Source: an optimization exercise on an open RTL-to-GDS flow (aim: a short achievable clock period and few clock cycles). Production flows keep margins and buffers that such runs may drop. Function was not checked in any run shown here: the RTL went through the layout flow alone. In runs 1 to 4 the design's own scripts or RTL, not TritonCTS, make the clock network. The clock port is modelled as an ideal driver, which makes a skipped or thinned clock tree look cheaper than it is; a real chip needs a root buffer or a tree. Power figures rest on the tool's default switching activity, not on a simulated workload.

[flow/config.mk]
export PLATFORM = sky130hd
export DESIGN_NAME = mem_readout_top_2
export DESIGN_NICKNAME = mem_readout_top_2
export VERILOG_FILES = /design/flow/design.v
export SDC_FILE = /design/flow/constraint.sdc
export NUM_CORES = 4
export LEC_CHECK = 0
export ABC_CLOCK_PERIOD_IN_PS = 1300
export CAP_MARGIN = 20
export CORE_AREA = 6 6 264 264
export DIE_AREA = 0 0 270 270
export PLACE_DENSITY = 0.6
export SETUP_SLACK_MARGIN = 1.3
export SLEW_MARGIN = 20
[flow/standard.sh]
#!/bin/bash
# synth_recipe.tcl (not shown) runs the flow's synth.tcl, then flattens the netlist and writes it again
# the make line also repeats each setting of config.mk as NAME=value (left out here)
make -C /OpenROAD-flow-scripts/flow DESIGN_CONFIG=/design/flow/config.mk WORK_HOME=/design/flow/orfs CLKGATE_MAP_FILE= SYNTH_SCRIPT=/design/flow/synth_recipe.tcl "${@:-finish}"
[flow/constraint.sdc]
create_clock -name core_clock -period 3.0 [get_ports {clk}]
set_input_delay 0.6000 -clock core_clock [delete_from_list [all_inputs] [get_ports {clk}]]
set_output_delay 0.6000 -clock core_clock [all_outputs]
set_load 0.01 [all_outputs]
[flow/flow/run.sh]
#!/bin/bash
# Standard ORFS layout with two changes: the ports get plain buffers that
# the resizer may size freely (instead of delay cells of a fixed footprint),
# and the clock tree is built by flow/mytree.tcl, hooked in before ORFS's CTS
# step. Tool output goes to standard.log.
bash standard.sh PRE_CTS_TCL="$PWD/flow/pre_cts.tcl" \
  BUFFER_PORTS_ARGS="-buffer_cell sky130_fd_sc_hd__buf_4" \
  MATCH_CELL_FOOTPRINT=0 finish > standard.log 2>&1
[flow/design.v]
`timescale 1ns / 1ps
module mem_readout_top_2(
    input clk,
    input reset,
    input wire [2:0] BX,
    input [6:0] clk_cnt,
    input [2:0] BX_pipe,
    input [5:0] number_in1,
    output [5:0] read_add1,
    input [43:0] input_L1L2_1,
    input [5:0] number_in2,
    output [5:0] read_add2,
    input [43:0] input_L1L2_2,
    input [5:0] number_in3,
    output [5:0] read_add3,
    input [43:0] input_L1L2_3,
    input [5:0] number_in4,
    output [5:0] read_add4,
    input [43:0] input_L1L2_4,
    input [5:0] number_in5,
    output [5:0] read_add5,
    input [43:0] input_L3L4_1,
    input [5:0] number_in6,
    output [5:0] read_add6,
    input [43:0] input_L3L4_2,
    input [5:0] number_in7,
    output [5:0] read_add7,
    input [43:0] input_L3L4_3,
    input [5:0] number_in8,
    output [5:0] read_add8,
    input [43:0] input_L3L4_4,
    input [5:0] number_in9,
    output [5:0] read_add9,
    input [43:0] input_L5L6_1,
    input [5:0] number_in10,
    output [5:0] read_add10,
    input [43:0] input_L5L6_2,
    input [5:0] number_in11,
    output [5:0] read_add11,
    input [43:0] input_L5L6_3,
    input [5:0] number_in12,
    output [5:0] read_add12,
    input [43:0] input_L5L6_4,
    output reg [47:0] mem_dat_stream,
    output reg valid,
    output reg send_BX,
    output reg none
);
wire [5:0] num [0:11];
assign num[0] = number_in1;   assign num[1] = number_in2;
assign num[2] = number_in3;   assign num[3] = number_in4;
assign num[4] = number_in5;   assign num[5] = number_in6;
assign num[6] = number_in7;   assign num[7] = number_in8;
assign num[8] = number_in9;   assign num[9] = number_in10;
assign num[10] = number_in11; assign num[11] = number_in12;
wire [43:0] dat [0:11];
assign dat[0] = input_L1L2_1;  assign dat[1] = input_L1L2_2;
assign dat[2] = input_L1L2_3;  assign dat[3] = input_L1L2_4;
assign dat[4] = input_L3L4_1;  assign dat[5] = input_L3L4_2;
assign dat[6] = input_L3L4_3;  assign dat[7] = input_L3L4_4;
assign dat[8] = input_L5L6_1;  assign dat[9] = input_L5L6_2;
assign dat[10] = input_L5L6_3; assign dat[11] = input_L5L6_4;
reg [5:0] addr [0:11];           
assign read_add1 = addr[0];   assign read_add2 = addr[1];
assign read_add3 = addr[2];   assign read_add4 = addr[3];
assign read_add5 = addr[4];   assign read_add6 = addr[5];
assign read_add7 = addr[6];   assign read_add8 = addr[7];
assign read_add9 = addr[8];   assign read_add10 = addr[9];
assign read_add11 = addr[10]; assign read_add12 = addr[11];
function [3:0] code;
    input [11:0] s;
    integer j;
    begin
        code = 4'd0;
        for (j = 0; j < 12; j = j + 1)
            code = code | ({4{s[j]}} & (j[3:0] + 4'd1));
    end
endfunction
wire [11:0] ne_in;               
wire [11:0] pre_in;              
genvar g;
generate
    for (g = 0; g < 12; g = g + 1) begin : g_ne
        assign ne_in[g] = |num[g];
        if (g == 0) begin : g_p0
            assign pre_in[g] = 1'b0;
        end else begin : g_pn
            assign pre_in[g] = |ne_in[g-1:0];
        end
    end
endgenerate
reg [11:0] ne;                   
reg [11:0] act, mask;
reg        first;                
reg        ghost;                
reg [11:0] last;                 
reg [5:0]  rem [0:11];           
reg [11:0] succ [0:11];
wire [11:0] cur = act & ~mask;   
wire [11:0] leave = act & (last | {12{ghost}});
integer i, j;
reg [11:0] act_nxt;
always @(*) begin
    for (j = 0; j < 12; j = j + 1) begin
        act_nxt[j] = act[j] & ~last[j] & ~ghost;
        for (i = 0; i < j; i = i + 1)
            act_nxt[j] = act_nxt[j] | (leave[i] & succ[i][j]);
    end
end
reg [11:0] succ_nxt [0:11];
reg        seen;
always @(*) begin
    for (i = 0; i < 12; i = i + 1) begin
        seen = 1'b0;
        for (j = 0; j < 12; j = j + 1) begin
            succ_nxt[i][j] = (j > i) & ne[j] & ~seen;
            if (j > i) seen = seen | ne[j];
        end
    end
end
integer n;
always @(posedge clk) begin
    if (reset) begin
        ne    <= ne_in;
        act   <= ne_in;
        mask  <= pre_in;
        first <= 1'b1;
        ghost <= 1'b0;
    end else begin
        act   <= first ? cur : act_nxt;
        mask  <= 12'd0;
        first <= 1'b0;
        ghost <= first & |(cur & last);
    end
    for (n = 0; n < 12; n = n + 1) begin
        succ[n] <= succ_nxt[n];
        if (reset) begin
            addr[n] <= 6'd0;
            rem[n]  <= num[n];
            last[n] <= (num[n] == 6'd1);
        end else if (cur[n]) begin
            addr[n] <= addr[n] + 6'd1;
            rem[n]  <= rem[n] - 6'd1;
            last[n] <= (rem[n] == 6'd2) | (first & last[n]);
        end
    end
end
reg [11:0] sel;                  
reg [3:0]  sel_code;             
reg [2:0]  hdr_bx;               
reg        dvalid;               
reg        hdr;                  
reg [43:0] mux;
integer k;
always @(*) begin
    mux = 44'd0;
    for (k = 0; k < 12; k = k + 1)
        mux = mux | ({44{sel[k]}} & dat[k]);
end
always @(posedge clk) begin
    sel      <= reset ? 12'd0 : cur;
    sel_code <= reset ? 4'hF : code(cur);
    hdr_bx   <= reset ? BX : 3'd0;
    hdr      <= reset;
    dvalid   <= ~reset & ~ghost & |act;
    mem_dat_stream <= {sel_code, mux[43:41] | hdr_bx, mux[40:0]};
    valid   <= ~reset & dvalid;
    send_BX <= ~reset & hdr;
    none    <= ~reset & ~|act;
end
endmodule
[flow/flow/mytree.tcl]
# Two-level clock tree: the clock port drives NROOT root buffers, each root
# drives the leaf buffers of its part of the die, each leaf a cluster of
# nearby flip-flops. Sinks are split into equal clusters by k-means.
proc mt_env {name default} {
  if {[info exists ::env($name)] && $::env($name) ne ""} { return $::env($name) }
  return $default
}
set mt_nroot [mt_env MT_NROOT 4]
set mt_nleaf [mt_env MT_NLEAF 12]
set mt_buf   [mt_env MT_BUF sky130_fd_sc_hd__clkbuf_16]
set mt_rbuf  [mt_env MT_RBUF sky130_fd_sc_hd__clkbuf_16]

set block [ord::get_db_block]
set db [ord::get_db]
set clk_port [$block findBTerm clk]
set clk_net [$clk_port getNet]
set bmaster [$db findMaster $mt_buf]
set rmaster [$db findMaster $mt_rbuf]

set sinks {}
foreach it [$clk_net getITerms] {
  set inst [$it getInst]
  set box [$inst getBBox]
  set x [expr {([$box xMin] + [$box xMax]) / 2.0}]
  set y [expr {([$box yMin] + [$box yMax]) / 2.0}]
  lappend sinks [list $it $x $y]
}
set n [llength $sinks]
puts "mytree: $n sinks, $mt_nroot roots, $mt_nleaf leaves"

# balanced k-means: assign points to centers with a capacity limit
proc mt_kmeans {pts k iters} {
  set n [llength $pts]
  set cap [expr {int(ceil(double($n) / $k))}]
  # initial centers: sort by angle around the centroid
  set cx 0; set cy 0
  foreach p $pts { set cx [expr {$cx + [lindex $p 1]}]; set cy [expr {$cy + [lindex $p 2]}] }
  set cx [expr {$cx / $n}]; set cy [expr {$cy / $n}]
  set ang {}
  set i 0
  foreach p $pts { lappend ang [list $i [expr {atan2([lindex $p 2]-$cy, [lindex $p 1]-$cx)}]]; incr i }
  set ang [lsort -real -index 1 $ang]
  set centers {}
  for {set c 0} {$c < $k} {incr c} {
    set sx 0; set sy 0; set m 0
    for {set j [expr {$c * $n / $k}]} {$j < ($c + 1) * $n / $k} {incr j} {
      set p [lindex $pts [lindex $ang $j 0]]
      set sx [expr {$sx + [lindex $p 1]}]; set sy [expr {$sy + [lindex $p 2]}]; incr m
    }
    lappend centers [list [expr {$sx / $m}] [expr {$sy / $m}]]
  }
  for {set it 0} {$it < $iters} {incr it} {
    # all (point, center) distances, greedy by distance with capacity
    set pairs {}
    set i 0
    foreach p $pts {
      set c 0
      foreach ctr $centers {
        lappend pairs [list $i $c [expr {abs([lindex $p 1]-[lindex $ctr 0]) + abs([lindex $p 2]-[lindex $ctr 1])}]]
        incr c
      }
      incr i
    }
    set pairs [lsort -real -index 2 $pairs]
    set assign [lrepeat $n -1]
    set count [lrepeat $k 0]
    foreach pr $pairs {
      lassign $pr i c d
      if {[lindex $assign $i] >= 0} continue
      if {[lindex $count $c] >= $cap} continue
      lset assign $i $c
      lset count $c [expr {[lindex $count $c] + 1}]
    }
    set sums {}
    for {set c 0} {$c < $k} {incr c} { lappend sums [list 0 0 0] }
    set i 0
    foreach p $pts {
      set c [lindex $assign $i]
      lassign [lindex $sums $c] sx sy m
      lset sums $c [list [expr {$sx + [lindex $p 1]}] [expr {$sy + [lindex $p 2]}] [expr {$m + 1}]]
      incr i
    }
    set centers {}
    foreach s $sums {
      lassign $s sx sy m
      if {$m == 0} { set m 1 }
      lappend centers [list [expr {$sx / $m}] [expr {$sy / $m}]]
    }
  }
  return [list $assign $centers]
}

lassign [mt_kmeans $sinks $mt_nleaf 12] assign lcenters
set lpts {}
set c 0
foreach ctr $lcenters { lappend lpts [list $c [lindex $ctr 0] [lindex $ctr 1]]; incr c }
lassign [mt_kmeans $lpts $mt_nroot 12] rassign rcenters

proc mt_place {inst x y} {
  set m [$inst getMaster]
  set w [$m getWidth]; set h [$m getHeight]
  $inst setLocation [expr {int($x - $w / 2)}] [expr {int($y - $h / 2)}]
  $inst setPlacementStatus PLACED
}

# root buffers on the clock port's net
set rnets {}
for {set r 0} {$r < $mt_nroot} {incr r} {
  set inst [odb::dbInst_create $block $rmaster "mt_root_$r"]
  mt_place $inst [lindex $rcenters $r 0] [lindex $rcenters $r 1]
  set net [odb::dbNet_create $block "mt_rootnet_$r"]
  $net setSigType CLOCK
  [$inst findITerm A] connect $clk_net
  [$inst findITerm X] connect $net
  lappend rnets $net
}
set lnets {}
for {set l 0} {$l < $mt_nleaf} {incr l} {
  set inst [odb::dbInst_create $block $bmaster "mt_leaf_$l"]
  mt_place $inst [lindex $lcenters $l 0] [lindex $lcenters $l 1]
  set net [odb::dbNet_create $block "mt_leafnet_$l"]
  $net setSigType CLOCK
  [$inst findITerm A] connect [lindex $rnets [lindex $rassign $l]]
  [$inst findITerm X] connect $net
  lappend lnets $net
}
set i 0
foreach s $sinks {
  set it [lindex $s 0]
  $it disconnect
  $it connect [lindex $lnets [lindex $assign $i]]
  incr i
}
$clk_net setSigType CLOCK
puts "mytree: done"
[flow/flow/pre_cts.tcl]
# Replaces ORFS's clock tree synthesis with the two-level tree of mytree.tcl:
# clock port -> 4 root buffers -> 24 leaf buffers -> flip-flops.
set ::env(MT_NROOT) 4
set ::env(MT_NLEAF) 24
source [file join [file dirname [info script]] mytree.tcl]
proc clock_tree_synthesis {args} {
  puts "clock_tree_synthesis skipped: the tree was built by mytree.tcl"
}
set_propagated_clock [all_clocks]
==> impl_metrics.py, run 1 <==
metrics = {
    "final_layout": {
        "final_area_mm2": 0.0237,
        "area_growth_pct": 51.8,
        "fillers": 6733,
        "seq_area_mm2": 0.00759,
        "layout-drive-gt1-share": 0.392,
        "finalNonFillerCells": 3260,
        "nets": 2987,
        "multiInputGateArea_mm2": 0.00770,
    },
    "logic_synthesis": {
        "synth_nets": 2260,
        "avgSynthCellArea_um2": 9.70,
        "synth_ff_type": "dfxtp_1",
        "synth_edf_count": 96,
        "ys_seq_elements": 329,
        "synthTopCellsByArea": "dfxtp_1 (30%), edfxtp_1 (18%), a221oi_1 (8.9%)",
        "ys_async_sr_fraction": 0,
        "synth_cell_types": 52,
        "ys_warn_count": 5,
        "yosys.area.top_type_share": 0.299,
        "synth_cells": 1609,
        "yosysSeqAreaShare": 0.483,
        "mappedNetlistArea_mm2": 0.0156,
        "yosysTopAreaCell": "dfxtp_1",
    },
    "sta": {
        "rsz0062_at_grt": "yes",
        "skew_ns": 0.0427,
        "finalHoldViolCount": 0,
        "slew_viol_final": 0,
        "setup-tns-final_ns": 0,
        "worstMarginPinSlew_ns": 0.619,
        "post-route-period-util": 0.730,
        "period_needed_ns": 2.19,
        "relSlewSlack": 0.587,
        "finalSetupViolCount": 0,
        "max_freq_mhz": 457,
    },
    "setup_path": {
        "startpoint": "number_in4[2]",
        "crit_path_start_kind": "input pin",
        "r2r_end": "act[4]$_DFF_P_",
        "critPathRequiredTime_ns": 3.21,
        "crit_type": "input pin to flip-flop",
        "arrival_ns": 2.40,
        "endpoint": "mask[7]$_SDFF_PN0_",
        "r2r_setup_slack_ns": 1.17,
        "end_kind": "flip-flop",
        "worst-path-max-fanout": 4,
        "r2r-start": "ghost$_SDFF_PP0_",
        "r2r_cells": 6,
    },
    "power": {
        "power_density_mw_per_mm2": 489,
        "vdd_drop_max_v": 0.000398,
        "p_leak_nw": 10.1,
    },
    "global_route": {
        "grtUsageTotal": 0.302,
        "gr-total-overflow": 0,
        "grt_pass1_vias": 17100,
        "antenna_found_initial": 102,
        "grt_max_degree": 81,
        "grt_pass1_wl_um": 154000,
    },
    "placed_design": {
        "place_area_mm2": 0.0221,
        "place.port_buffers": 727,
        "post-place-cells": 3128,
        "gp_congestion": 0.972,
        "hpwl_um": 98700,
    },
    "routing": {
        "dr.pass1.iters": 6,
        "wl_per_cell_um": 36.3,
        "drc": 0,
        "vias": 17400,
        "drtIter0Drc": 1643,
        "drt-total-wl_um": 118000,
        "vias_per_cell": 5.34,
        "drtAntennaViolNets": 0,
    },
    "clocking": {
        "holdBufCountCts": 0,
        "clk_latency_ns": 0.36,
        "clk_pin_slew_ns": 0.07,
    },
    "die": {
        "start_util": 0.237,
        "die_area_mm2": 0.0729,
        "die_h_um": 270,
        "rows": 94,
        "fp.dieW_um": 270,
        "io_pins": 738,
        "core_area_mm2": 0.0657,
    },
    "flow_run": {
        "drv_cap": 0,
    },
    "worst_hold_path": {
        "hp-class": "flip-flop to flip-flop",
        "hold_path_depth": 0,
    },
    "status": {
        "status": "timing/DRC/antenna clean",
    },
}
routing by layer:
layer  vias up  share of wire  track usage
met5         -        0.00052            0
met4        10          0.068        0.157
met3       260          0.098       0.0963
met2      1106           0.47        0.501
met1      8463           0.37        0.348
li1       7554              -            -
synthesized netlist by cell type, types with 17 or more instances:
| cell type | instances |
|---|---|
| xor2_1 | 59 |
| nor2b_1 | 27 |
| a221oi_1 | 159 |
| edfxtp_1 | 96 |
| clkbuf_1 | 107 |
| a21oi_1 | 38 |
| nor2_1 | 141 |
| inv_1 | 54 |
| or3_1 | 21 |
| nand2b_1 | 21 |
| ha_1 | 36 |
| dfxtp_1 | 233 |
| o21ai_0 | 69 |
| nor3_1 | 26 |
| nand3_1 | 57 |
| a22o_1 | 133 |
| nand2_1 | 142 |
| xnor2_1 | 37 |
| nand4_1 | 26 |
| a22oi_1 | 17 |
registers in the layout (all words and copies together), names as in the netlist:
register	count
addr	72
rem	72
succ	66
mem_dat_stream	48
act	12
last	12
sel	12
mask	11
ne	11
sel_code	4
hdr_bx	3
dvalid	1
ghost	1
hdr	1
none	1
send_BX	1
valid	1
metrics by stage:
step           setup slack, ns   util  power (mW)  hold slack [ns]
4_1_cts                  0.835  0.352        11.5            0.330
6_report                 0.811  0.360        11.6            0.333
3_3_place_gp             0.328  0.337        8.15            0.318
2_1_floorplan            0.717      -        6.45            0.310
3_5_place_dp             0.322  0.337        8.19            0.320
5_1_grt                  0.762  0.360        12.0            0.336
timing repair:
action                     CTS  global route
resized for setup           42            42
setup buffers               15            25
setup endpoints to repair  103            32
cloned                       1             1
pin swaps                    7            18
cell usage in the layout, fill, tap and decap left out, types with 26 or more instances in the layout:
master     Yosys  final
nand3_1       57     54
buf_4          0    791
clkbuf_16      0     30
nand2_1      142    142
nor2_1       141    141
a21oi_1       38     37
a22o_1       133    133
edfxtp_1      96     96
diode_2        0     62
inv_1         54     54
xnor2_1       37     37
xor2_1        59     59
nand4_1       26     26
dfxtp_1      233    215
ha_1          36     36
o21ai_0       69     68
a221oi_1     159    148
kinds of logic (layout without fill, tap and decap cells):
group,after synthesis,count (layout),share of synthesized area
buffers and inverters,167,892,0.0402
other,0,62,0
multiplexers,19,19,0.0125
AO/OA/AOI/OAI,458,458,0.229
adder cells (fa/ha/maj),36,36,0.0289
flip-flops,329,329,0.483
AND/OR/NAND/NOR,504,504,0.153
XOR/XNOR,96,96,0.0539
how the worst min path moves through the flow:
stage / end / slack, ns / from
final: mem_dat_stream[46]$_DFF_P_ / 0.33 / sel_code[2]$_SDFF_PP1_
after global routing: mem_dat_stream[45]$_DFF_P_ / 0.34 / sel_code[1]$_SDFF_PP1_
after CTS: mem_dat_stream[45]$_DFF_P_ / 0.33 / sel_code[1]$_SDFF_PP1_
after detailed placement: mem_dat_stream[45]$_DFF_P_ / 0.32 / sel_code[1]$_SDFF_PP1_
after global placement: mem_dat_stream[45]$_DFF_P_ / 0.32 / sel_code[1]$_SDFF_PP1_
after floorplan: mem_dat_stream[44]$_DFF_P_ / 0.31 / sel_code[0]$_SDFF_PP1_
report_power, final:
part	total [mW]	internal (mW)	switching, mW
combinational	2.89	1.38	1.50
sequential	5.42	5.01	0.412
clock	3.28	1.66	1.62
worst max-delay path: stages:
cell and delay, ns:
buf_6 0.09, or4_4 0.54, or3_4 0.37, nor4_4 0.28, buf_6 0.17, nand3_4 0.08, o31a_1 0.25
layout make-up:
type	instances	area share
repair buffers	810	0.264
plain buffers	28	0.0296
well taps	864	0.0456
multi-input cells	1113	0.325
inverters	54	0.00855
diodes	62	0.00655
flip-flops and latches	329	0.320
==> run 2, diff against run 1 <==
--- a/flow/config.mk
+++ b/flow/config.mk
@@ -11,4 +11,4 @@
 export DIE_AREA = 0 0 270 270
 export PLACE_DENSITY = 0.6
-export SETUP_SLACK_MARGIN = 1.3
+export SETUP_SLACK_MARGIN = 1.0
 export SLEW_MARGIN = 20
==> run 2 against run 1 <==
  * Still clean
  * Global-route usage is 1.1 points lower
  * Register-to-register slack worse by 0.16 ns
  * Sequential power hardly changed
  * Maximum frequency is 1.6% lower
  * Die area stayed put
  * Clock power hardly changed
  * First-iteration DRC count is 8.8% lower
  * Utilization is 0.90 points lower
  * Via count is 0.96% lower
  * Combinational power is 7.6% lower
  * Critical endpoint unchanged
  * Largest power group unchanged
  * Highest routed layer unchanged
==> impl_metrics.py, run 2 <==
metrics = {
    "final_layout": {
        "layout-drive-gt1-share": 0.370,
        "final_common_cell": "buf_4",
        "largestRegisters": "addr: 72 flops, rem: 72 flops, succ: 66 flops",
        "area_growth_pct": 48.0,
        "multiInputGateArea_mm2": 0.00753,
        "fillers": 6789,
        "seq_area_mm2": 0.00756,
        "most-common-layout-cells": "buf_4 (766), dfxtp_1 (221), a221oi_1 (158)",
        "nets": 2954,
        "finalNonFillerCells": 3217,
    },
    "die": {
        "start_util": 0.237,
        "fp.dieW_um": 270,
        "die_area_mm2": 0.0729,
        "die_h_um": 270,
        "rows": 94,
        "io_pins": 738,
        "core_area_mm2": 0.0657,
    },
    "sta": {
        "setup-tns-final_ns": 0,
        "post-route-period-util": 0.741,
        "period_needed_ns": 2.22,
        "slew_viol_final": 0,
        "max_freq_mhz": 450,
        "setup_ws_ns": 0.776,
        "skew_ns": 0.0352,
        "finalHoldViolCount": 0,
        "worstMarginPinSlew_ns": 1.14,
        "rsz0062_at_grt": "yes",
        "finalSetupViolCount": 0,
        "relSlewSlack": 0.242,
    },
    "setup_path": {
        "worst-path-max-fanout": 4,
        "worstPathCellList": "buf_6 > or4_4 > or3_4 > nor4_4 > buf_4 > nand3_4 > o31a_1",
        "crit_type": "input pin to flip-flop",
        "crit_path_start_kind": "input pin",
        "r2r-start": "sel[1]$_SDFF_PP0_",
        "cp_slowest_cell": "or4_4",
        "arrival_ns": 2.46,
        "r2r_end": "mem_dat_stream[25]$_DFF_P_",
        "r2r_cells": 3,
        "end_kind": "flip-flop",
        "slowest_delay_ns": 0.52,
        "r2r_setup_slack_ns": 1.01,
        "critPathRequiredTime_ns": 3.24,
    },
    "routing": {
        "vias_per_cell": 5.35,
        "wl_per_cell_um": 35.3,
        "drt-total-wl_um": 114000,
        "drc": 0,
        "drtAntennaViolNets": 0,
        "drtIter0Drc": 1498,
        "dr.pass1.iters": 5,
        "vias": 17200,
    },
    "global_route": {
        "use_met2": 0.475,
        "grt_max_degree": 104,
        "grt-busiest-layer": "met2",
        "grt_pass1_wl_um": 150000,
        "grt_pass1_vias": 17000,
        "gr-total-overflow": 0,
        "antenna_found_initial": 91,
        "gr-usage-met1": 0.344,
        "grtUsageTotal": 0.291,
        "grt_use_met3": 0.0829,
    },
    "clocking": {
        "clk_pin_slew_ns": 0.06,
        "clk_latency_ns": 0.36,
    },
    "logic_synthesis": {
        "ys_seq_elements": 329,
        "synth.most_common_cell": "dfxtp_1",
        "netlist_top_cells_count": "dfxtp_1 (233), a221oi_1 (159), nand2_1 (142)",
        "synth_cells": 1609,
        "mappedNetlistArea_mm2": 0.0156,
        "ys_warn_count": 5,
        "synthTopCellsByArea": "dfxtp_1 (30%), edfxtp_1 (18%), a221oi_1 (8.9%)",
        "synth_nets": 2260,
        "ys_async_sr_fraction": 0,
        "synth_ff_type": "dfxtp_1",
        "synth_cell_types": 52,
        "avgSynthCellArea_um2": 9.70,
        "yosysSeqAreaShare": 0.483,
        "yosysTopAreaCell": "dfxtp_1",
        "yosys.area.top_type_share": 0.299,
        "synth_edf_count": 96,
    },
    "status": {
        "status": "timing/DRC/antenna clean",
    },
    "flow_run": {
        "drv_cap": 0,
    },
    "placed_design": {
        "place.port_buffers": 727,
        "gp_congestion": 1.06,
        "place_ws_ns": 0.331,
        "post-place-cells": 3132,
        "hpwl_um": 96100,
    },
    "worst_hold_path": {
        "worst_hold_path.endpoint": "mem_dat_stream[46]$_DFF_P_",
        "min-delay-start": "sel_code[2]$_SDFF_PP1_",
        "hp-class": "flip-flop to flip-flop",
        "hold_path_depth": 0,
    },
    "power": {
        "power_density_mw_per_mm2": 494,
        "power_mw": 11.4,
        "vdd_drop_max_v": 0.000354,
        "p_leak_nw": 9.82,
    },
}
run 2: per-stage QoR:
stage,util,hold WS [ns],cell area [um2]
3_3_place_gp,0.337,0.313,22100
6_report,0.351,0.330,23100
2_1_floorplan,-,0.310,15600
5_1_grt,0.351,0.337,23100
4_1_cts,0.349,0.332,22900
3_5_place_dp,0.337,0.317,22100
run 2: worst max path at each step:
| stage | from | to | slack (ns) | cells after the start |
|---|---|---|---|---|
| after floorplan | number_in3[1] | mask[7]$_SDFF_PN0_ | 0.72 | 5 |
| after global placement | number_in1[3] | mask[7]$_SDFF_PN0_ | 0.35 | 6 |
| after detailed placement | number_in1[3] | mask[7]$_SDFF_PN0_ | 0.33 | 6 |
| after CTS | number_in1[3] | mask[7]$_SDFF_PN0_ | 0.75 | 7 |
| after global routing | number_in3[1] | mask[7]$_SDFF_PN0_ | 0.73 | 7 |
| final | number_in3[1] | mask[7]$_SDFF_PN0_ | 0.78 | 7 |
run 2: kinds of logic (layout without fill, tap and decap cells):
kind of cell               Yosys count  in the layout  synth area share
muxes                               19             19            0.0125
xor gates and xnor gates            96             96            0.0539
buffers and inverters              167            859            0.0402
and+or+nand+nor                    504            504             0.153
AOI/OAI and AO/OA                  458            458             0.229
adders and majority gates           36             36            0.0289
DFF                                329            329             0.483
other                                0             52                 0
run 2: final cells by class:
class,instances,area share
repair buffers,777,0.255
inverters,54,0.00877
flip-flops and latches,329,0.327
well taps,864,0.0468
diodes,52,0.00563
plain buffers,28,0.0303
multi-input cells,1113,0.326
run 2: what timing repair did:
item / CTS / global route
buffers inserted: 4 / 1
pin swaps: 6 / 3
resized for setup: 12 / 16
hold buffers: 0 / 0
endpoints found under the setup margin: 9 / 18
run 2: per-layer routing:
| metal | wire length, um | part of all wire | vias to the layer above |
|---|---|---|---|
| met4 | 7560 | 0.067 | 10 |
| met5 | 69 | 0.00061 | - |
| met3 | 10300 | 0.090 | 239 |
| met2 | 52400 | 0.46 | 1056 |
| li1 | - | - | 7470 |
| met1 | 43200 | 0.38 | 8451 |
run 2: worst max-delay path: cells and delay by family:
family / cells / cell delay [ns]
AO/OA/AOI/OAI: 1 / 0.30
buffers and inverters: 2 / 0.26
AND/OR/NAND/NOR: 4 / 1.31
run 2: power by group:
group,internal (mW),switching (mW),total (mW),leakage (nW)
sequential,5.01,0.432,5.44,2.91
clock,1.66,1.64,3.30,0.345
combinational,1.30,1.38,2.67,6.57
total,7.97,3.44,11.4,9.82
==> run 3, diff against run 2 <==
--- a/flow/config.mk
+++ b/flow/config.mk
@@ -6,9 +6,9 @@
 export NUM_CORES = 4
 export LEC_CHECK = 0
-export ABC_CLOCK_PERIOD_IN_PS = 1300
+export ABC_CLOCK_PERIOD_IN_PS = 600
 export CAP_MARGIN = 20
 export CORE_AREA = 6 6 264 264
 export DIE_AREA = 0 0 270 270
 export PLACE_DENSITY = 0.6
-export SETUP_SLACK_MARGIN = 1.0
+export SETUP_SLACK_MARGIN = 1.8
 export SLEW_MARGIN = 20
==> run 3 against run 2 <==
  * Still clean on timing, DRC and antenna
  * Clock skew is 0.027 ns higher
  * Sequential power about the same
  * Maximum frequency shrank 4.2%
  * Power up 14%
  * Sequential share of layout area is 6.5 points lower
  * Hold slack better by 0.0024 ns
  * Flip-flop and latch count unchanged
  * Routed wire length up 13%
  * Critical path depth shrank 1
  * Cell area increased by 29%
  * Critical path type unchanged
==> impl_metrics.py, run 3 <==
metrics = {
    "logic_synthesis": {
        "synth_cells": 1609,
        "ys_warn_count": 5,
        "yosysSeqAreaShare": 0.483,
        "avgSynthCellArea_um2": 9.70,
        "synth_ff_type": "dfxtp_1",
        "netlist_top_cells_count": "dfxtp_1 (233), a221oi_1 (159), nand2_1 (142)",
        "mappedNetlistArea_mm2": 0.0156,
        "ys_async_sr_fraction": 0,
        "synth_cell_types": 52,
        "synth.most_common_cell": "dfxtp_1",
        "synth_edf_count": 96,
        "ys_seq_elements": 329,
        "synthTopCellsByArea": "dfxtp_1 (30%), edfxtp_1 (18%), a221oi_1 (8.9%)",
        "synth_nets": 2260,
        "yosys.area.top_type_share": 0.299,
        "yosysTopAreaCell": "dfxtp_1",
    },
    "power": {
        "switching_share": 0.314,
        "p_leak_nw": 12.7,
        "clkPwrFrac": 0.258,
        "p_seq_frac": 0.418,
        "power.switching_mw": 4.06,
        "power_mw": 13.0,
        "power_density_mw_per_mm2": 434,
        "vdd_drop_max_v": 0.000332,
        "p_int_mw": 8.89,
        "combinationalPowerShare": 0.323,
    },
    "final_layout": {
        "largestRegisters": "addr: 72 flops, rem: 72 flops, succ: 66 flops",
        "area_growth_pct": 91.2,
        "most-common-layout-cells": "buf_4 (831), buf_6 (205), a22o_1 (129)",
        "finalNonFillerCells": 3543,
        "nets": 3283,
        "layout-drive-gt1-share": 0.641,
        "final_common_cell": "buf_4",
        "final_area_mm2": 0.0299,
    },
    "routing": {
        "wl_met2_um": 61900,
        "vias": 19000,
        "wl_per_cell_um": 36.2,
        "drtIter0Drc": 1616,
        "wl_met1_um": 48700,
        "drtAntennaViolNets": 0,
        "met3WireLength_um": 10400,
        "vias_per_cell": 5.36,
        "top_layer": "met5",
        "drc": 0,
        "dr.pass1.iters": 7,
        "drt-total-wl_um": 128000,
    },
    "setup_path": {
        "end_kind": "flip-flop",
        "r2r_setup_slack_ns": 1.29,
        "critPathRequiredTime_ns": 3.21,
        "arrival_ns": 2.53,
        "crit_type": "input pin to flip-flop",
        "crit_path_start_kind": "input pin",
        "worst-path-max-fanout": 4,
    },
    "flow_run": {
        "drv_cap": 0,
    },
    "placed_design": {
        "post-place-cells": 3127,
        "place_ws_ns": 0.341,
        "hpwl_um": 96600,
        "place_area_mm2": 0.0232,
        "gp_congestion": 0.992,
        "place.port_buffers": 727,
    },
    "die": {
        "die_h_um": 270,
        "die_area_mm2": 0.0729,
        "rows": 94,
        "fp.dieW_um": 270,
        "io_pins": 738,
        "core_area_mm2": 0.0657,
        "start_util": 0.237,
    },
    "sta": {
        "rsz0062_at_grt": "yes",
        "worstMarginPinSlew_ns": 0.617,
        "max_freq_mhz": 431,
        "relSlewSlack": 0.589,
        "finalSetupViolCount": 0,
        "setup-tns-final_ns": 0,
        "period_needed_ns": 2.32,
        "post-route-period-util": 0.774,
        "slew_viol_final": 0,
        "finalHoldViolCount": 0,
        "setup_ws_ns": 0.677,
        "skew_ns": 0.0624,
    },
    "clocking": {
        "holdBufCountCts": 0,
        "clk_latency_ns": 0.38,
        "clk_pin_slew_ns": 0.07,
    },
    "global_route": {
        "antenna_found_initial": 68,
        "grtUsageTotal": 0.323,
        "grt_max_degree": 45,
        "grt_pass1_vias": 18600,
        "grt_pass1_wl_um": 166000,
        "gr-total-overflow": 0,
    },
    "worst_hold_path": {
        "hp-class": "flip-flop to flip-flop",
    },
    "status": {
        "status": "timing/DRC/antenna clean",
    },
}
run 3: worst max-delay path: stages:
cell and delay (ns):
buf_6 0.09, or4_4 0.55, or3_4 0.38, nor4_4 0.44
nand3_2 0.18, o31a_1 0.30
run 3: final timing paths:
path | from | end | depth (start not counted)
setup / recovery | number_in4[2] | mask[11]$_SDFF_PN0_ | 6
hold / removal | sel_code[3]$_SDFF_PP1_ | mem_dat_stream[47]$_DFF_P_ | 0
setup reg to reg | last[6]$_DFFE_PP_ | act[7]$_DFF_P_ | 5
hold reg to reg | sel_code[3]$_SDFF_PP1_ | mem_dat_stream[47]$_DFF_P_ | 0
run 3: final cells by class:
class,count,area [um2]
antenna,49,123
buffer,28,701
fill,6120,35900
inverter,54,210
multi-input combinational,1115,9940
sequential,329,7840
tap,864,1080
timing repair buffer,1104,9960
run 3: cell families after synthesis:
kind of cell,count (synthesis),share of synthesized area
buf+inv,167,0.0402
simple gates,504,0.153
compound gates,458,0.229
fa+ha+maj,36,0.0289
xor+xnor,96,0.0539
mux,19,0.0125
flops,329,0.483
run 3: through the flow:
| stage | utilization | hold WS, ns |
|---|---|---|
| floorplan | - | 0.310 |
| global placement | 0.353 | 0.317 |
| detailed placement | 0.353 | 0.317 |
| CTS | 0.425 | 0.333 |
| global route | 0.454 | 0.342 |
| finish | 0.454 | 0.332 |
run 3: power groups by stage:
stage / sequential [mW] / combinational, mW / clock [mW]
after CTS: 5.39 / 3.71 / 3.39
after detailed placement: 5.54 / 2.82 / 0
after global routing: 5.45 / 4.35 / 3.57
after global placement: 5.53 / 2.79 / 0
after floorplan: 5.38 / 1.35 / 0
final: 5.42 / 4.19 / 3.35
run 3: what timing repair did:
| action | in CTS | in global routing |
|---|---|---|
| endpoints found under the hold margin | 0 | 0 |
| buffers inserted | 221 | 98 |
| endpoints found under the setup margin | 478 | 367 |
| pin swaps | 124 | 150 |
| gates resized for setup | 528 | 210 |
| gates cloned | 17 | 3 |
run 3: metal layers:
metal	vias up	track usage
met5	-	0
met4	20	0.139
met3	265	0.0898
met2	1073	0.551
met1	9467	0.379
li1	8182	-
==> run 4, diff against run 3 <==
--- a/flow/config.mk
+++ b/flow/config.mk
@@ -11,4 +11,4 @@
 export DIE_AREA = 0 0 270 270
 export PLACE_DENSITY = 0.6
-export SETUP_SLACK_MARGIN = 1.8
+export SETUP_SLACK_MARGIN = 1.6
 export SLEW_MARGIN = 20
==> run 4 against run 3 <==
  * Utilization decreased by 4.1 points
  * Sequential power about the same
  * Cell area decreased by 8.9%
  * Critical path depth increased by 1
  * First-iteration DRC count decreased by 15%
  * Maximum frequency increased by 6.6%
  * Sequential share of layout area increased by 2.5 points
  * Clock power about the same
  * Global-route usage decreased by 0.78 points
  * Combinational power decreased by 17%
  * Critical endpoint is now mask[7]$_SDFF_PN0_
  * Largest power group unchanged
==> impl_metrics.py, run 4 <==
metrics = {
    "power": {
        "p_leak_nw": 11.7,
        "power_mw": 12.2,
        "power_density_mw_per_mm2": 450,
        "vdd_drop_max_v": 0.000371,
    },
    "die": {
        "rows": 94,
        "io_pins": 738,
        "die_h_um": 270,
        "fp.dieW_um": 270,
        "start_util": 0.237,
        "die_area_mm2": 0.0729,
        "core_area_mm2": 0.0657,
    },
    "final_layout": {
        "layout-drive-gt1-share": 0.551,
        "finalNonFillerCells": 3440,
        "final_common_cell": "buf_4",
        "largestRegisters": "addr: 72 flops, rem: 72 flops, succ: 66 flops",
        "area_growth_pct": 74.2,
        "most-common-layout-cells": "buf_4 (801), buf_6 (150), nand2_1 (142)",
        "nets": 3172,
        "fillers": 6424,
    },
    "status": {
        "status": "timing/DRC/antenna clean",
    },
    "routing": {
        "drc": 0,
        "vias_per_cell": 5.28,
        "drtAntennaViolNets": 0,
        "drtIter0Drc": 1378,
        "wl_per_cell_um": 36.1,
        "vias": 18100,
        "dr.pass1.iters": 5,
        "drt-total-wl_um": 124000,
    },
    "setup_path": {
        "cp_slowest_cell": "or4_4",
        "end_kind": "flip-flop",
        "startpoint": "number_in4[2]",
        "critPathBufInv": 2,
        "slowest_delay_ns": 0.52,
        "worstPathCellList": "buf_6 > or4_4 > or3_4 > nor4_4 > buf_6 > nand3_4 > o31a_1",
        "worst-path-max-fanout": 4,
        "critPathRequiredTime_ns": 3.22,
        "crit_type": "input pin to flip-flop",
        "crit_top_cell": "buf_6",
        "crit_path_start_kind": "input pin",
        "crit_family": "simple AND/OR/NAND/NOR gates",
        "arrival_ns": 2.40,
        "r2r-start": "ghost$_SDFF_PP0_",
    },
    "placed_design": {
        "hpwl_um": 97100,
        "post-place-cells": 3128,
        "gp_congestion": 0.945,
        "place.port_buffers": 727,
    },
    "logic_synthesis": {
        "synth.most_common_cell": "dfxtp_1",
        "yosysTopAreaCell": "dfxtp_1",
        "synth_edf_count": 96,
        "ys_warn_count": 5,
        "netlist_top_cells_count": "dfxtp_1 (233), a221oi_1 (159), nand2_1 (142)",
        "mappedNetlistArea_mm2": 0.0156,
        "avgSynthCellArea_um2": 9.70,
        "synth_nets": 2260,
        "yosysSeqAreaShare": 0.483,
        "synth_cell_types": 52,
        "synth_cells": 1609,
        "yosys.area.top_type_share": 0.299,
        "synth_ff_type": "dfxtp_1",
        "ys_seq_elements": 329,
        "ys_async_sr_fraction": 0,
        "synthTopCellsByArea": "dfxtp_1 (30%), edfxtp_1 (18%), a221oi_1 (8.9%)",
    },
    "worst_hold_path": {
        "hp-class": "flip-flop to flip-flop",
        "min-delay-start": "sel_code[3]$_SDFF_PP1_",
    },
    "global_route": {
        "grt_max_degree": 50,
        "grtUsageTotal": 0.315,
        "grt_pass1_wl_um": 161000,
        "gr-total-overflow": 0,
        "antenna_found_initial": 116,
        "grt_pass1_vias": 18400,
    },
    "sta": {
        "post-route-period-util": 0.726,
        "finalSetupViolCount": 0,
        "rsz0062_at_grt": "yes",
        "worst_hold_slack_ns": 0.333,
        "worstMarginPinSlew_ns": 0.706,
        "period_needed_ns": 2.18,
        "max_freq_mhz": 459,
        "finalHoldViolCount": 0,
        "skew_ns": 0.0562,
        "slew_viol_final": 0,
        "relSlewSlack": 0.530,
        "setup-tns-final_ns": 0,
    },
    "clocking": {
        "clk_latency_ns": 0.38,
        "clk_pin_slew_ns": 0.07,
    },
    "flow_run": {
        "drv_cap": 0,
    },
}
-- run 4: cell counts after synthesis --
No cell type changed its count.
-- run 4: per-layer routing --
metal  wire (um)  track usage  up-vias
met5         210            0        -
met1       44100        0.346     8881
met2       56500        0.508     1018
met3       14800        0.141      297
met4        8590        0.172       30
li1            -            -     7921
-- run 4: what timing repair did --
action                                  CTS  global route
endpoints found under the setup margin  359           239
gates resized for setup                 423           145
hold buffers                              0             0
setup buffers                           151            71
hold endpoints to repair                  0             0
pin swaps                                51            66
cloned                                    4             1
-- run 4: logic make-up after synthesis --
kind of cell | count (synthesis) | share of synthesized area
AOI/OAI and AO/OA | 458 | 0.229
xor gates and xnor gates | 96 | 0.0539
adders and majority gates | 36 | 0.0289
buffers and inverters | 167 | 0.0402
DFF | 329 | 0.483
muxes | 19 | 0.0125
and+or+nand+nor | 504 | 0.153
-- run 4: final timing paths --
check	depth (start not counted)	endpoint	slack, ns
hold reg to reg	0	mem_dat_stream[47]$_DFF_P_	0.33
hold / removal	0	mem_dat_stream[47]$_DFF_P_	0.33
setup reg to reg	6	act[10]$_DFF_P_	1.31
setup / recovery	7	mask[7]$_SDFF_PN0_	0.82
-- run 4: where the power goes --
part / leakage [nW] / internal (mW) / total [mW] / switching [mW]
clock: 0.345 / 1.66 / 3.32 / 1.66
sequential: 2.94 / 5.03 / 5.43 / 0.402
combinational: 8.39 / 1.79 / 3.49 / 1.70
-- run 4: area by class of cell --
cell class	count	area, um2	area share
flip-flops and latches	329	7830	0.288
repair buffers	994	8520	0.313
plain buffers	28	701	0.0258
inverters	54	203	0.00745
well taps	864	1080	0.0398
multi-input cells	1114	8710	0.321
diodes	57	143	0.00525
-- run 4: through the flow --
stage,instance area (um2),worst slack (ns),utilization
after floorplan,15900,0.717,-
after global placement,22300,0.307,0.338
after detailed placement,22300,0.287,0.338
after CTS,25800,0.828,0.392
after global routing,27100,0.752,0.413
final,27200,0.821,0.414
==> run 5, diff against run 4 <==
--- a/flow/design.v
+++ b/flow/design.v
@@ -68,4 +68,16 @@
 assign read_add9 = addr[8];   assign read_add10 = addr[9];
 assign read_add11 = addr[10]; assign read_add12 = addr[11];
+function [11:0] lowest;
+    input [11:0] m;
+    integer j;
+    reg seen;
+    begin
+        seen = 1'b0;
+        for (j = 0; j < 12; j = j + 1) begin
+            lowest[j] = m[j] & ~seen;
+            seen = seen | m[j];
+        end
+    end
+endfunction
 function [3:0] code;
     input [11:0] s;
@@ -77,70 +89,37 @@
     end
 endfunction
-wire [11:0] ne_in;               
-wire [11:0] pre_in;              
+reg [11:0] act, pend;
+reg [5:0]  rem [0:11];           
+reg [11:0] last;                 
+reg        idle;                 
+wire [11:0] ne_in;
 genvar g;
 generate
     for (g = 0; g < 12; g = g + 1) begin : g_ne
         assign ne_in[g] = |num[g];
-        if (g == 0) begin : g_p0
-            assign pre_in[g] = 1'b0;
-        end else begin : g_pn
-            assign pre_in[g] = |ne_in[g-1:0];
-        end
     end
 endgenerate
-reg [11:0] ne;                   
-reg [11:0] act, mask;
-reg        first;                
-reg        ghost;                
-reg [11:0] last;                 
-reg [5:0]  rem [0:11];           
-reg [11:0] succ [0:11];
-wire [11:0] cur = act & ~mask;   
-wire [11:0] leave = act & (last | {12{ghost}});
-integer i, j;
-reg [11:0] act_nxt;
-always @(*) begin
-    for (j = 0; j < 12; j = j + 1) begin
-        act_nxt[j] = act[j] & ~last[j] & ~ghost;
-        for (i = 0; i < j; i = i + 1)
-            act_nxt[j] = act_nxt[j] | (leave[i] & succ[i][j]);
-    end
-end
-reg [11:0] succ_nxt [0:11];
-reg        seen;
-always @(*) begin
-    for (i = 0; i < 12; i = i + 1) begin
-        seen = 1'b0;
-        for (j = 0; j < 12; j = j + 1) begin
-            succ_nxt[i][j] = (j > i) & ne[j] & ~seen;
-            if (j > i) seen = seen | ne[j];
-        end
-    end
-end
+wire        sw = |(act & last);              
+wire [11:0] nxt = lowest(pend & ~act);       
 integer n;
 always @(posedge clk) begin
     if (reset) begin
-        ne    <= ne_in;
-        act   <= ne_in;
-        mask  <= pre_in;
-        first <= 1'b1;
-        ghost <= 1'b0;
-    end else begin
-        act   <= first ? cur : act_nxt;
-        mask  <= 12'd0;
-        first <= 1'b0;
-        ghost <= first & |(cur & last);
+        act  <= lowest(ne_in);
+        pend <= ne_in;
+        idle <= ~|ne_in;
+    end else if (sw) begin
+        act  <= nxt;
+        pend <= pend & ~act;
+        idle <= ~|nxt;
     end
     for (n = 0; n < 12; n = n + 1) begin
-        succ[n] <= succ_nxt[n];
         if (reset) begin
             addr[n] <= 6'd0;
             rem[n]  <= num[n];
             last[n] <= (num[n] == 6'd1);
-        end else if (cur[n]) begin
+        end else if (act[n]) begin
             addr[n] <= addr[n] + 6'd1;
             rem[n]  <= rem[n] - 6'd1;
-            last[n] <= (rem[n] == 6'd2) | (first & last[n]);
+            last[n] <= (rem[n] == 6'd2);
         end
     end
@@ -159,13 +138,13 @@
 end
 always @(posedge clk) begin
-    sel      <= reset ? 12'd0 : cur;
-    sel_code <= reset ? 4'hF : code(cur);
+    sel      <= reset ? 12'd0 : act;
+    sel_code <= reset ? 4'hF : code(act);
     hdr_bx   <= reset ? BX : 3'd0;
     hdr      <= reset;
-    dvalid   <= ~reset & ~ghost & |act;
+    dvalid   <= ~reset & ~idle;
     mem_dat_stream <= {sel_code, mux[43:41] | hdr_bx, mux[40:0]};
     valid   <= ~reset & dvalid;
     send_BX <= ~reset & hdr;
-    none    <= ~reset & ~|act;
+    none    <= ~reset & ~hdr & idle;
 end
 endmodule
==> flow/run.sh (new file) <==
#!/bin/bash
# synth_recipe.tcl (not shown) runs the flow's synth.tcl, then flattens the netlist and writes it again
# the make line also repeats each setting of config.mk as NAME=value (left out here)
make -C /OpenROAD-flow-scripts/flow DESIGN_CONFIG=/design/flow/config.mk WORK_HOME=/design/flow/orfs CLKGATE_MAP_FILE= SYNTH_SCRIPT=/design/flow/synth_recipe.tcl finish
--- a/flow/config.mk
+++ b/flow/config.mk
@@ -6,9 +6,7 @@
 export NUM_CORES = 4
 export LEC_CHECK = 0
-export ABC_CLOCK_PERIOD_IN_PS = 600
 export CAP_MARGIN = 20
-export CORE_AREA = 6 6 264 264
-export DIE_AREA = 0 0 270 270
+export CORE_AREA = 10 10 290 290
+export DIE_AREA = 0 0 300 300
 export PLACE_DENSITY = 0.6
-export SETUP_SLACK_MARGIN = 1.6
 export SLEW_MARGIN = 20
removed: flow/flow/run.sh
removed: flow/flow/mytree.tcl
removed: flow/flow/pre_cts.tcl
removed: flow/standard.sh
==> run 5 against run 4 <==
  * Maximum frequency fell by 6.6%
  * Final cell count shrank 7.6%
  * Setup slack worse by 0.15 ns
  * First-iteration DRC count down 25%
  * Still clean on timing, DRC and antenna
  * Utilization fell by 12 points
==> impl_metrics.py, run 5 <==
metrics = {
    "clocking": {
        "clk_latency_ns": 0.55,
        "ctsResizeCount": 0,
        "tritoncts": "done",
        "cts_buffers": 35,
        "htreeDepth": 2,
        "holdBufCountCts": 0,
        "clk_pin_slew_ns": 0.06,
        "numClockSinks": 252,
        "cts_setup_buffers": 0,
        "ctsLongestPathBuffers": 3,
        "clockRootBuffer": "clkbuf_16",
    },
    "setup_path": {
        "r2r-start": "sel[3]$_SDFF_PP0_",
        "critPathRequiredTime_ns": 3.34,
        "end_kind": "flip-flop",
        "crit_type": "input pin to flip-flop",
        "slowest_delay_ns": 0.58,
        "startpoint": "number_in1[1]",
        "worstPathCellList": "clkdlybuf4s50_1 > or4_4 > or4_4 > nor3_2 > nand2_1 > o41ai_1",
        "crit_top_cell": "or4_4",
        "r2r_cells": 4,
        "arrival_ns": 2.67,
        "crit_path_start_kind": "input pin",
        "worst-path-max-fanout": 3,
        "cp_slowest_cell": "or4_4",
    },
    "sta": {
        "finalSetupViolCount": 0,
        "setup-tns-final_ns": 0,
        "finalHoldViolCount": 0,
        "slew_viol_final": 0,
        "setup_ws_ns": 0.667,
        "relSlewSlack": 0.201,
        "skew_ns": 0.0154,
        "worstMarginPinSlew_ns": 1.20,
        "rsz0062_at_grt": "no",
        "max_freq_mhz": 429,
        "period_needed_ns": 2.33,
        "post-route-period-util": 0.778,
    },
    "final_layout": {
        "finalNonFillerCells": 3177,
        "most-common-layout-cells": "clkdlybuf4s50_1 (726), nand2_1 (137), dfxtp_1 (132)",
        "area_growth_pct": 73.0,
        "final_common_cell": "clkdlybuf4s50_1",
        "layout-drive-gt1-share": 0.0663,
        "post-route-util": 0.298,
        "largestRegisters": "addr: 72 flops, rem: 72 flops, mem_dat_stream: 48 flops",
        "nets": 2735,
    },
    "placed_design": {
        "place.port_buffers": 727,
        "gp_congestion": 0.993,
        "post-place-cells": 3087,
        "place_ws_ns": 0.120,
        "hpwl_um": 81500,
    },
    "die": {
        "io_pins": 738,
        "die_area_mm2": 0.0900,
        "start_util": 0.172,
        "rows": 102,
        "core_area_mm2": 0.0776,
        "fp.dieW_um": 300,
        "die_h_um": 300,
    },
    "power": {
        "p_leak_nw": 8.30,
        "power_density_mw_per_mm2": 702,
        "power_mw": 16.2,
        "vdd_drop_max_v": 0.000393,
    },
    "global_route": {
        "antenna_found_initial": 69,
        "grt_pass1_wl_um": 129000,
        "grt_max_degree": 112,
        "grtUsageTotal": 0.205,
        "grt_pass1_vias": 15100,
        "gr-total-overflow": 0,
    },
    "logic_synthesis": {
        "avgSynthCellArea_um2": 9.69,
        "yosysSeqAreaShare": 0.458,
        "yosysTopAreaCell": "edfxtp_1",
        "ys_async_sr_fraction": 0,
        "ys_seq_elements": 252,
        "synth_nets": 2031,
        "synth.most_common_cell": "dfxtp_1",
        "ys_warn_count": 3,
        "synth_ff_type": "dfxtp_1",
        "synth_edf_count": 108,
        "yosys.area.top_type_share": 0.242,
        "synth_cell_types": 45,
        "synth_cells": 1380,
        "synthTopCellsByArea": "edfxtp_1 (24%), dfxtp_1 (22%), a221oi_1 (8.6%)",
        "netlist_top_cells_count": "dfxtp_1 (144), nand2_1 (137), a221oi_1 (131)",
        "mappedNetlistArea_mm2": 0.0134,
    },
    "routing": {
        "drtAntennaViolNets": 0,
        "drt-total-wl_um": 97100,
        "wl_per_cell_um": 30.6,
        "dr.pass1.iters": 5,
        "vias": 14800,
        "vias_per_cell": 4.67,
        "drc": 0,
        "drtIter0Drc": 1036,
    },
    "worst_hold_path": {
        "min-delay-start": "sel_code[0]$_SDFF_PP1_",
        "hp-class": "flip-flop to flip-flop",
        "hold_path_depth": 0,
    },
    "flow_run": {
        "drv_cap": 0,
    },
    "status": {
        "status": "timing/DRC/antenna clean",
    },
}
run 5: cell count changes after synthesis, sizes merged, moves of 13 or more:
cell | previous run | this run
nand2b | 21 | 4
a22oi | 17 | 4
dfxtp | 233 | 144
a221oi | 159 | 131
nor2 | 141 | 99
a21oi | 38 | 18
o21ai | 69 | 85
inv | 54 | 39
clkbuf | 107 | 90
run 5: kinds of logic (layout without fill, tap and decap cells):
logic type / after synthesis / in the layout / share of synthesized area
muxes: 35 / 35 / 0.0274
xor gates and xnor gates: 96 / 96 / 0.0629
adders and majority gates: 36 / 36 / 0.0337
DFF: 252 / 252 / 0.458
other: 0 / 26 / 0
buffers and inverters: 141 / 872 / 0.0403
and+or+nand+nor: 442 / 442 / 0.159
AOI/OAI and AO/OA: 378 / 378 / 0.218
run 5: path summary, 6_finish.rpt:
check	slack [ns]	to
worst max register to register	0.97	mem_dat_stream[26]$_DFF_P_
worst max-delay path	0.67	idle$_DFFE_PP_
worst min register to register	0.33	mem_dat_stream[44]$_DFF_P_
worst min-delay path	0.33	mem_dat_stream[44]$_DFF_P_
run 5: final cells by class:
type                       instances  area (um2)
antenna                           26        65.1
clock buffer                      47         961
clock inverter                    17         165
fill                            8221       54500
inverter                          39         146
multi-input combinational        987        6710
sequential                       252        6140
tap                             1040        1300
timing repair buffer             769        7650
run 5: critical path, delay by kind of cell:
kind                   cells  cell delay (ns)
AOI/OAI and AO/OA          1             0.38
and+or+nand+nor            4             1.28
buffers and inverters      1             0.42
run 5: stage by stage:
stage / hold slack (ns) / cell area, um2
6_report: 0.328 / 23100
5_1_grt: 0.332 / 23100
4_1_cts: 0.330 / 23100
3_5_place_dp: 0.314 / 21900
3_3_place_gp: 0.311 / 21900
2_1_floorplan: 0.310 / 13400
run 5: metal layers:
| layer | global-route usage | routed length, um | part of all wire | vias to the layer above |
|---|---|---|---|---|
| met5 | 0 | 161 | 0.0017 | - |
| met4 | 0.0920 | 4830 | 0.050 | 26 |
| met3 | 0.0872 | 10700 | 0.11 | 215 |
| met2 | 0.352 | 46800 | 0.48 | 814 |
| met1 | 0.216 | 34600 | 0.36 | 7100 |
| li1 | - | - | - | 6681 |
run 5: where the power goes:
group / switching (mW) / internal (mW) / leakage, nW
registers: 1.18 / 4.75 / 2.29
clock network: 1.73 / 2.37 / 0.540
logic: 3.18 / 3.02 / 5.46
total: 6.10 / 10.1 / 8.30
==> run 6, diff against run 5 <==
--- a/flow/config.mk
+++ b/flow/config.mk
@@ -6,7 +6,9 @@
 export NUM_CORES = 4
 export LEC_CHECK = 0
+export ABC_CLOCK_PERIOD_IN_PS = 1400
 export CAP_MARGIN = 20
 export CORE_AREA = 10 10 290 290
 export DIE_AREA = 0 0 300 300
 export PLACE_DENSITY = 0.6
+export SETUP_SLACK_MARGIN = 1.6
 export SLEW_MARGIN = 20
==> run 6 against run 5 <==
  * Register-to-register slack gained 0.34 ns
  * Combinational power grew 55%
  * Largest cell class unchanged
  * Die area is the same
  * Via count grew 8.6%
  * Non-clock buffer count grew 238
  * Still clean on timing, DRC and antenna
  * Utilization grew 5.9 points
==> impl_metrics.py, run 6 <==
metrics = {
    "global_route": {
        "grt-busiest-layer": "met2",
        "grt_pass1_vias": 16300,
        "grtUsageTotal": 0.226,
        "grt_pass1_wl_um": 140000,
        "grt_use_met3": 0.103,
        "use_met2": 0.383,
        "grt_max_degree": 86,
        "gr-total-overflow": 0,
        "gr-usage-met1": 0.226,
        "antenna_found_initial": 79,
    },
    "logic_synthesis": {
        "synthTopCellsByArea": "edfxtp_1 (24%), dfxtp_1 (22%), a221oi_1 (8.6%)",
        "synth_cells": 1380,
        "netlist_top_cells_count": "dfxtp_1 (144), nand2_1 (137), a221oi_1 (131)",
        "synth.most_common_cell": "dfxtp_1",
        "synth_ff_type": "dfxtp_1",
        "ys_seq_elements": 252,
        "synth_edf_count": 108,
        "yosys.area.top_type_share": 0.242,
        "synth_nets": 2031,
        "mappedNetlistArea_mm2": 0.0134,
        "ys_warn_count": 3,
        "yosysSeqAreaShare": 0.458,
        "synth_cell_types": 45,
        "yosysTopAreaCell": "edfxtp_1",
        "ys_async_sr_fraction": 0,
        "avgSynthCellArea_um2": 9.69,
    },
    "sta": {
        "finalSetupViolCount": 0,
        "skew_ns": 0.0197,
        "setup-tns-final_ns": 0,
        "rsz0062_at_grt": "yes",
        "period_needed_ns": 1.89,
        "post-route-period-util": 0.631,
        "finalHoldViolCount": 0,
        "worstMarginPinSlew_ns": 0.595,
        "max_freq_mhz": 528,
        "relSlewSlack": 0.604,
        "worst_hold_slack_ns": 0.321,
        "slew_viol_final": 0,
    },
    "die": {
        "fp.dieW_um": 300,
        "die_area_mm2": 0.0900,
        "rows": 102,
        "core_area_mm2": 0.0776,
        "start_util": 0.172,
        "die_h_um": 300,
        "io_pins": 738,
    },
    "clocking": {
        "numClockSinks": 252,
        "clk_pin_slew_ns": 0.06,
        "ctsLongestPathBuffers": 3,
        "cts_buffers": 35,
        "htreeDepth": 2,
        "tritoncts": "done",
        "clockRootBuffer": "clkbuf_16",
        "holdBufCountCts": 0,
        "clk_latency_ns": 0.56,
    },
    "placed_design": {
        "gp_congestion": 0.956,
        "hpwl_um": 82900,
        "post-place-cells": 3087,
        "place_area_mm2": 0.0221,
        "place.port_buffers": 727,
    },
    "setup_path": {
        "arrival_ns": 2.27,
        "worst-path-max-fanout": 3,
        "critPathRequiredTime_ns": 3.38,
        "crit_path_start_kind": "input pin",
        "crit_type": "input pin to flip-flop",
        "end_kind": "flip-flop",
    },
    "routing": {
        "wl_per_cell_um": 31.8,
        "drtIter0Drc": 1008,
        "dr.pass1.iters": 5,
        "vias": 16100,
        "drtAntennaViolNets": 0,
        "drt-total-wl_um": 109000,
        "vias_per_cell": 4.70,
        "drc": 0,
    },
    "power": {
        "vdd_drop_max_v": 0.000388,
        "combinationalPowerShare": 0.490,
        "switching_share": 0.376,
        "p_int_mw": 12.3,
        "power.switching_mw": 7.40,
        "power_density_mw_per_mm2": 710,
        "p_leak_nw": 10.8,
        "p_seq_frac": 0.291,
        "clkPwrFrac": 0.219,
        "power_mw": 19.7,
    },
    "final_layout": {
        "finalNonFillerCells": 3428,
        "multiInputGateArea_mm2": 0.00817,
        "largestRegisters": "addr: 72 flops, rem: 72 flops, mem_dat_stream: 48 flops",
        "area_growth_pct": 107,
        "seq_area_mm2": 0.00636,
        "fillers": 7846,
        "final_common_cell": "clkdlybuf4s50_1",
        "layout-drive-gt1-share": 0.358,
        "most-common-layout-cells": "clkdlybuf4s50_1 (558), buf_4 (173), buf_6 (158)",
        "final_area_mm2": 0.0277,
        "nets": 2975,
    },
    "worst_hold_path": {
        "hp-class": "flip-flop to flip-flop",
    },
    "flow_run": {
        "drv_cap": 0,
    },
    "status": {
        "status": "timing/DRC/antenna clean",
    },
}
-- run 6: changes by cell type in the layout (fill, tap and decap cells not counted), moves of 90 or more --
cell	delta
buf_4	+135
dfxtp_2	+90
buf_6	+158
clkdlybuf4s50_1	-168
dfxtp_1	-118
a221oi_1	-100
-- run 6: logic make-up after synthesis --
group,share of synthesized area
mux,0.0274
simple gates,0.159
compound gates,0.218
fa+ha+maj,0.0337
buf+inv,0.0403
xor+xnor,0.0629
flops,0.458
-- run 6: worst paths after layout --
| path | to | from | cells past startpoint | slack [ns] |
|---|---|---|---|---|
| min | mem_dat_stream[45]$_DFF_P_ | sel_code[1]$_SDFF_PP1_ | 0 | 0.32 |
| max reg2reg | act[11]$_DFFE_PP_ | act[8]$_DFFE_PP_ | 6 | 1.31 |
| min reg2reg | mem_dat_stream[45]$_DFF_P_ | sel_code[1]$_SDFF_PP1_ | 0 | 0.32 |
| max | idle$_DFFE_PP_ | number_in1[5] | 6 | 1.11 |
-- run 6: worst max-delay path, cell delays in order --
cell	delay, ns
buf_6	0.09
or4_4	0.55
or4_4	0.49
nor3_4	0.15
nand2_2	0.11
o41ai_2	0.27
-- run 6: cell type report --
class	instances	share of cell area
well taps	1040	0.0470
inverters	39	0.00529
clock inverters	11	0.00520
repair buffers	1007	0.378
multi-input cells	989	0.295
diodes	38	0.00344
clock buffers	52	0.0365
flip-flops and latches	252	0.230
-- run 6: per-stage QoR --
step	setup slack, ns	util
global route	1.07	0.356
CTS	1.03	0.338
floorplan	0.801	-
global placement	0.182	0.285
finish	1.11	0.357
detailed placement	0.130	0.285
-- run 6: timing repair --
action / in CTS / in global routing
endpoints found under the setup margin: 339 / 258
buffers inserted: 155 / 73
resized for setup: 1151 / 182
pin swaps: 72 / 87
gates cloned: 9 / 3
-- run 6: layer usage --
layer | up-vias | part of all wire
met5 | - | 0.0017
met4 | 28 | 0.065
met2 | 832 | 0.48
met1 | 7767 | 0.34
li1 | 7207 | -
met3 | 277 | 0.11
-- run 6: power by group through the flow --
stage	clock network, mW	registers, mW	logic (mW)
6_report	4.31	5.72	9.62
5_1_grt	4.57	5.84	10.2
4_1_cts	4.44	5.68	8.80
3_5_place_dp	0	5.87	6.64
3_3_place_gp	0	5.85	6.63
2_1_floorplan	0	5.45	2.97
==> run 7, diff against run 6 <==
--- a/flow/config.mk
+++ b/flow/config.mk
@@ -8,6 +8,6 @@
 export ABC_CLOCK_PERIOD_IN_PS = 1400
 export CAP_MARGIN = 20
-export CORE_AREA = 10 10 290 290
-export DIE_AREA = 0 0 300 300
+export CORE_AREA = 8 8 192 192
+export DIE_AREA = 0 0 200 200
 export PLACE_DENSITY = 0.6
 export SETUP_SLACK_MARGIN = 1.6
==> run 7 against run 6 <==
  * The flow now stops in I/O pin placement (3_2_place_iop)
  * Synthesized cell count stayed put
  * Area after synthesis stayed put
==> impl_metrics.py, run 7 <==
metrics = {
    "die": {
        "rows": 67,
        "die_h_um": 200,
        "fp.dieW_um": 200,
        "start_util": 0.400,
    },
    "logic_synthesis": {
        "synth_top_family_by_area": "compound AO/OA/AOI/OAI gates",
        "synth_edf_count": 108,
        "yosysTopAreaCell": "edfxtp_1",
        "synthTopCellsByArea": "edfxtp_1 (24%), dfxtp_1 (22%), a221oi_1 (8.6%)",
        "mappedNetlistArea_mm2": 0.0134,
        "synth.most_common_cell": "dfxtp_1",
        "synthXorXnorAreaFrac": 0.0629,
        "ys_async_sr_fraction": 0,
        "yosysSeqAreaShare": 0.458,
        "synth-simple-area-share": 0.159,
        "ys_seq_elements": 252,
        "synth_ff_type": "dfxtp_1",
        "netlist_top_cells_count": "dfxtp_1 (144), nand2_1 (137), a221oi_1 (131)",
        "synth_adder_area_share": 0.0337,
        "synth_cells": 1380,
        "yosys.area.top_type_share": 0.242,
        "avgSynthCellArea_um2": 9.69,
        "synth_cell_types": 45,
        "synth_compound_area_frac": 0.218,
        "synth_nets": 2031,
        "ys_warn_count": 3,
        "muxShareOfSynthArea": 0.0274,
    },
    "status": {
        "error_line": "[ERROR PPL-0024] Number of IO pins (738) exceeds maximum number of available positions (718). Increase the die perimeter from 800.00um to 1003.68um.",
        "status": "aborted with a tool error",
        "haltStage": "I/O pin placement (3_2_place_iop)",
    },
}
run 7: logic make-up after synthesis:
family,count (synthesis)
compound gates,378
fa+ha+maj,36
mux,35
buf+inv,141
xor+xnor,96
flops,252
simple gates,442

==> re-timing with driven ports <==
How much do the figures lean on ideal ports? The routed layouts below were timed once more, with nothing changed but the port constraints.
Step 1 assumes that a clkbuf_16 drives the clock port and a buf_2 every other input.
Step 2 also shifts input and output timing later by t, the mid clock arrival at the registers, as if the neighbouring blocks saw the same clock.
Slacks: no drivers / after step 1 / after step 2; pairs: no drivers / after step 1.
run | shift t [ns] | setup slack, ns | hold slack, ns | clock arrival spread, ns | cell pins on the clock port's net
run 1 | 0.461 | 0.811 / 0.901 / 0.440 | 0.333 / 0.333 / 0.333 | 0.046 / 0.045 | 4
run 2 | 0.473 | 0.776 / 0.871 / 0.399 | 0.330 / 0.330 / 0.330 | 0.043 / 0.043 | 4
run 3 | 0.464 | 0.677 / 0.758 / 0.294 | 0.332 / 0.332 / 0.332 | 0.066 / 0.066 | 4
run 4 | 0.493 | 0.821 / 0.926 / 0.434 | 0.333 / 0.325 / 0.333 | 0.060 / 0.061 | 4
run 5 | 0.599 | 0.667 / 0.625 / 0.099 | 0.328 / 0.328 / 0.328 | 0.016 / 0.015 | 1
run 6 | 0.613 | 1.107 / 1.135 / 0.523 | 0.321 / 0.314 / 0.321 | 0.021 / 0.021 | 1
After both steps every run listed still meets setup and hold. For run 6, which loses most, drivers alone change the setup slack by +0.028 ns; drivers and shift together by -0.584 ns.
